This design comes from an exercise in tuning for small area on the open sky130 flow, not from production work.
In this exercise RTL edits were held to simulation tests only and were not proved equivalent to the original.
Power figures rest on the tool's default switching activity, not on a simulated workload.

==> v6 <==
## mips_single_cycle
module mips_single_cycle (rst, clk, inst_adr, inst, data_adr, data_in, data_out, mem_read, mem_write);
Settings: LEC_CHECK=0, CAP_MARGIN=5, CORE_MARGIN=2, CORE_UTILIZATION=56, CTS_CLUSTER_DIAMETER=90, CTS_CLUSTER_SIZE=26, SETUP_SLACK_MARGIN=0.1, SLEW_MARGIN=5, SYNTH_HIERARCHICAL=1; clock period 11.0 ns.
standard.sh (not shown) runs the stock make flow with config.mk's settings and CLKGATE_MAP_FILE= SYNTH_SCRIPT=/design/flow/synth_recipe.tcl, a recipe that flattens the netlist after the stock synthesis.
==> flow/flow/run.sh <==
#!/bin/bash
# The standard layout, except that the port buffers are the smallest
# buffer cell instead of a delay cell.
set -euo pipefail
export BUFFER_PORTS_ARGS="-buffer_cell sky130_fd_sc_hd__buf_1"
bash standard.sh > flow_make.log 2>&1
==> v16: changes against v6 <==
--- a/flow/config.mk
+++ b/flow/config.mk
@@ -7,7 +7,7 @@
 export LEC_CHECK = 0
 export CAP_MARGIN = 5
 export CORE_MARGIN = 2
-export CORE_UTILIZATION = 56
+export CORE_UTILIZATION = 62
 export CTS_CLUSTER_DIAMETER = 90
 export CTS_CLUSTER_SIZE = 26
 export SETUP_SLACK_MARGIN = 0.1
==> qor summary <==
| item | v6 | v16 |
|---|---|---|
| Run status | complete, no violations | complete, no violations |
| Endpoint of the worst hold-timing path | DP.PC.d_out[0] | DP.PC.d_out[1] |
| Actual transition at the worst max-transition pin | 1.41 ns | 1.43 ns |
| Post-Place Worst Slack | 0.353 ns | 0.649 ns |
| Wire length the detailed router placed on met1 | 61.8 mm | 56.8 mm |
| Total power consumption of the routed design | 7.52 mW | 7.56 mW |
| First DRT Iteration DRCs | 9769 | 11100 |
| Number of placed instances, taps included | 4002 | 3954 |
| WL met3 | 31.5 mm | 34.5 mm |
| Worst setup path endpoint | data_adr[30] | data_adr[31] |
| Vias in the first global route | 32500 | 33200 |
| DP HPWL | 112 mm | 112 mm |
| Post-detailed-route wirelength per cell | 43.3 um | 43.2 um |
| Worst hold-check slack | 0.550 ns | 0.567 ns |
| Clock transition at the register clock pins on the worst setup and hold paths after CTS | 0.09 ns | 0.10 ns |

========
==> inputs of v11 <==
Another version of the RTL of mips_single_cycle (not shown whole).
==> module reg_file, before the edit <==
module reg_file (wr_data, rd_reg1, rd_reg2, wr_reg, reg_write, rst, clk, rd_data1, rd_data2);
  input [31:0] wr_data;
  input [4:0] rd_reg1, rd_reg2, wr_reg;
  input reg_write, rst, clk;
  output [31:0] rd_data1, rd_data2;
  wire [30:0] s1, s2;
  wire [31:0] col [0:31];
  genvar i, b;
  generate
    for (i = 1; i < 32; i = i + 1) begin : g
      reg [31:0] q;
      always @(posedge clk)
        if (rst | (reg_write & (wr_reg == i)))
          q <= wr_data;
      assign s1[i-1] = (rd_reg1 == i);
      assign s2[i-1] = (rd_reg2 == i);
    end
    for (b = 0; b < 32; b = b + 1) begin : c
      wire [30:0] r;
      for (i = 1; i < 32; i = i + 1) begin : w
        assign r[i-1] = g[i].q[b];
      end
      rd_bit RB1 (r, s1, rd_data1[b]);
      rd_bit RB2 (r, s2, rd_data2[b]);
    end
  endgenerate
endmodule
==> flow/config.mk <==
export PLATFORM = sky130hd
export DESIGN_NAME = mips_single_cycle
export DESIGN_NICKNAME = mips_single_cycle
export VERILOG_FILES = /design/flow/design.v
export SDC_FILE = /design/flow/constraint.sdc
export NUM_CORES = 4
export LEC_CHECK = 0
export CAP_MARGIN = 5
export CORE_MARGIN = 2
export CORE_UTILIZATION = 40
export CTS_CLUSTER_DIAMETER = 90
export CTS_CLUSTER_SIZE = 26
export SETUP_SLACK_MARGIN = 0.1
export SLEW_MARGIN = 5
export SYNTH_HIERARCHICAL = 1
==> flow/constraint.sdc <==
create_clock -name core_clock -period 11.0 [get_ports {clk}]
set_input_delay 2.2000 -clock core_clock [delete_from_list [all_inputs] [get_ports {clk}]]
set_output_delay 2.2000 -clock core_clock [all_outputs]
set_load 0.01 [all_outputs]
Scripts as last shown in full above: flow/flow/run.sh
==> inputs of v35, as changes to v11 <==
--- a/flow/design.v
+++ b/flow/design.v
@@ -215,6 +215,8 @@
   output [31:0] rd_data1, rd_data2;
   wire [30:0] s1, s2;
   wire [31:0] col [0:31];
+  dec5 D1 (rd_reg1, s1);
+  dec5 D2 (rd_reg2, s2);
   genvar i, b;
   generate
     for (i = 1; i < 32; i = i + 1) begin : g
@@ -222,8 +224,6 @@
       always @(posedge clk)
         if (rst | (reg_write & (wr_reg == i)))
           q <= wr_data;
-      assign s1[i-1] = (rd_reg1 == i);
-      assign s2[i-1] = (rd_reg2 == i);
     end
     for (b = 0; b < 32; b = b + 1) begin : c
       wire [30:0] r;
@@ -235,6 +235,35 @@
     end
   endgenerate
 endmodule
+module dec5 (a, y);
+  input  [4:0] a;
+  output [30:0] y;
+  wire [3:0] lo;
+  wire [7:0] hi;
+  pre2 L (a[1:0], lo);
+  pre3 H (a[4:2], hi);
+  genvar k;
+  generate
+    for (k = 1; k < 32; k = k + 1) begin : d
+      and2 A (lo[k % 4], hi[k / 4], y[k-1]);
+    end
+  endgenerate
+endmodule
+module pre2 (a, y);
+  input  [1:0] a;
+  output [3:0] y;
+  assign y = 4'b0001 << a;
+endmodule
+module pre3 (a, y);
+  input  [2:0] a;
+  output [7:0] y;
+  assign y = 8'b00000001 << a;
+endmodule
+module and2 (a, b, y);
+  input a, b;
+  output y;
+  assign y = a & b;
+endmodule
 module rd_bit (r, s, y);
   input [30:0] r, s;
   output y;
==> inputs of v9, as changes to v11 <==
--- a/flow/design.v
+++ b/flow/design.v
@@ -215,15 +215,17 @@
   output [31:0] rd_data1, rd_data2;
   wire [30:0] s1, s2;
   wire [31:0] col [0:31];
+  wire [30:0] en;
+  wdec5 W (wr_reg, reg_write, rst, en);
+  dec5 D1 (rd_reg1, s1);
+  dec5 D2 (rd_reg2, s2);
   genvar i, b;
   generate
     for (i = 1; i < 32; i = i + 1) begin : g
       reg [31:0] q;
       always @(posedge clk)
-        if (rst | (reg_write & (wr_reg == i)))
+        if (en[i-1])
           q <= wr_data;
-      assign s1[i-1] = (rd_reg1 == i);
-      assign s2[i-1] = (rd_reg2 == i);
     end
     for (b = 0; b < 32; b = b + 1) begin : c
       wire [30:0] r;
@@ -235,6 +237,56 @@
     end
   endgenerate
 endmodule
+module dec5 (a, y);
+  input  [4:0] a;
+  output [30:0] y;
+  wire [3:0] lo;
+  wire [7:0] hi;
+  pre2 L (a[1:0], lo);
+  pre3 H (a[4:2], hi);
+  genvar k;
+  generate
+    for (k = 1; k < 32; k = k + 1) begin : d
+      and2 A (lo[k % 4], hi[k / 4], y[k-1]);
+    end
+  endgenerate
+endmodule
+module wdec5 (a, we, rst, y);
+  input  [4:0] a;
+  input  we, rst;
+  output [30:0] y;
+  wire [3:0] lo;
+  wire [7:0] hi;
+  pre2  L (a[1:0], lo);
+  pre3e H (a[4:2], we, hi);
+  genvar k;
+  generate
+    for (k = 1; k < 32; k = k + 1) begin : d
+      ao21 A (lo[k % 4], hi[k / 4], rst, y[k-1]);
+    end
+  endgenerate
+endmodule
+module pre3e (a, en, y);
+  input  [2:0] a;
+  input  en;
+  output [7:0] y;
+  assign y = {7'd0, en} << a;
+endmodule
+module pre2 (a, y);
+  input  [1:0] a;
+  output [3:0] y;
+  assign y = 4'b0001 << a;
+endmodule
+module pre3 (a, y);
+  input  [2:0] a;
+  output [7:0] y;
+  assign y = 8'b00000001 << a;
+endmodule
+module and2 (a, b, y);
+  input a, b;
+  output y;
+  assign y = a & b;
+endmodule
 module rd_bit (r, s, y);
   input [30:0] r, s;
   output y;
--- a/flow/config.mk
+++ b/flow/config.mk
@@ -7,7 +7,7 @@
 export LEC_CHECK = 0
 export CAP_MARGIN = 5
 export CORE_MARGIN = 2
-export CORE_UTILIZATION = 40
+export CORE_UTILIZATION = 52
 export CTS_CLUSTER_DIAMETER = 90
 export CTS_CLUSTER_SIZE = 26
 export SETUP_SLACK_MARGIN = 0.1
==> results.txt <==
- v11 completed with no timing, DRC or antenna violations. v35 finished clean. v9 went through all stages and came out clean.
- Of v35 and v11, v11 has the higher clock-buffer cell count (gap 7).
- Routed wire length, lowest first: v9, v35, v11.
- In combinational power, v35 and v11 hardly differ.
- Between v9 and v35, the lower power is in v9 (gap 0.77%, measured against v35).
- Of v9 and v35, v35 has the higher clock skew (gap 30 ps).
- Setup slack: v35 > v9 > v11.
- In clock power, v35 and v9 hardly differ.
==> figures <==
Run status: v11 finished clean; v9 finished clean; v35 finished clean
Combinational power: v11 1.04 mW; v9 967 uW; v35 1.02 mW
Gate Count Post-Synth: v11 2686; v9 2671; v35 2687
Clock-net power: v11 2.14 mW; v9 2.12 mW; v35 2.13 mW
Tightest Pin Transition: v11 1390 ps; v9 1460 ps; v35 1340 ps
Final cell utilization of the core: v11 45.7%; v9 57.7%; v35 45.1%
Final worst clock skew: v11 56.6 ps; v9 31.8 ps; v35 61.9 ps
Area growth from synthesis to final layout: v11 13.7%; v9 10.3%; v35 12.0%
Post-DR vias/cell: v11 7.71; v9 8.18; v35 7.73
Placed Instances: v11 4521; v9 4109; v35 4493
Worst slew margin relative to its limit: v11 7.12%; v9 2.78%; v35 10.8%
Multi-input combinational cell area: v11 0.0143 sq mm; v9 0.0139 sq mm; v35 0.0140 sq mm
CP max FO: v11 14; v9 20; v35 18
Cell depth of the worst setup path: v11 21; v9 20; v35 21
Antenna Diode Count: v11 1; v9 0; v35 5
Slowest stage delay, CP: v11 900 ps; v9 990 ps; v35 630 ps

==> re-timing with driven ports <==
Ports are ideal in the flow. The routed layouts listed here were re-timed in OpenROAD.
Step 1 assumes that a clkbuf_16 drives the clock port and a buf_2 every other input.
Step 2, shift: input delay + t, output delay - t, t = (earliest + latest rising clock arrival at the registers) / 2. This alone moves slack from input paths to output paths.
a / b / c = ideal / step 1 / step 2; a / b = the first two.
run | t, ns | slack for setup (ns) | worst setup path at the end
v6 | 0.718 | 0.357 / 0.319 / -0.070 | input to register
v16 | 0.720 | 0.604 / 0.578 / 0.350 | input to register
v11 | 0.732 | 0.123 / 0.088 / 0.088 | input to output
v35 | 0.728 | 0.652 / 0.617 / 0.462 | input to register
v9 | 0.718 | 0.392 / 0.358 / 0.358 | input to output
Met with ideal ports but missed after step 2: setup timing in v6. For v6, which loses most, drivers alone change the setup slack by -0.038 ns; drivers and shift together by -0.427 ns.
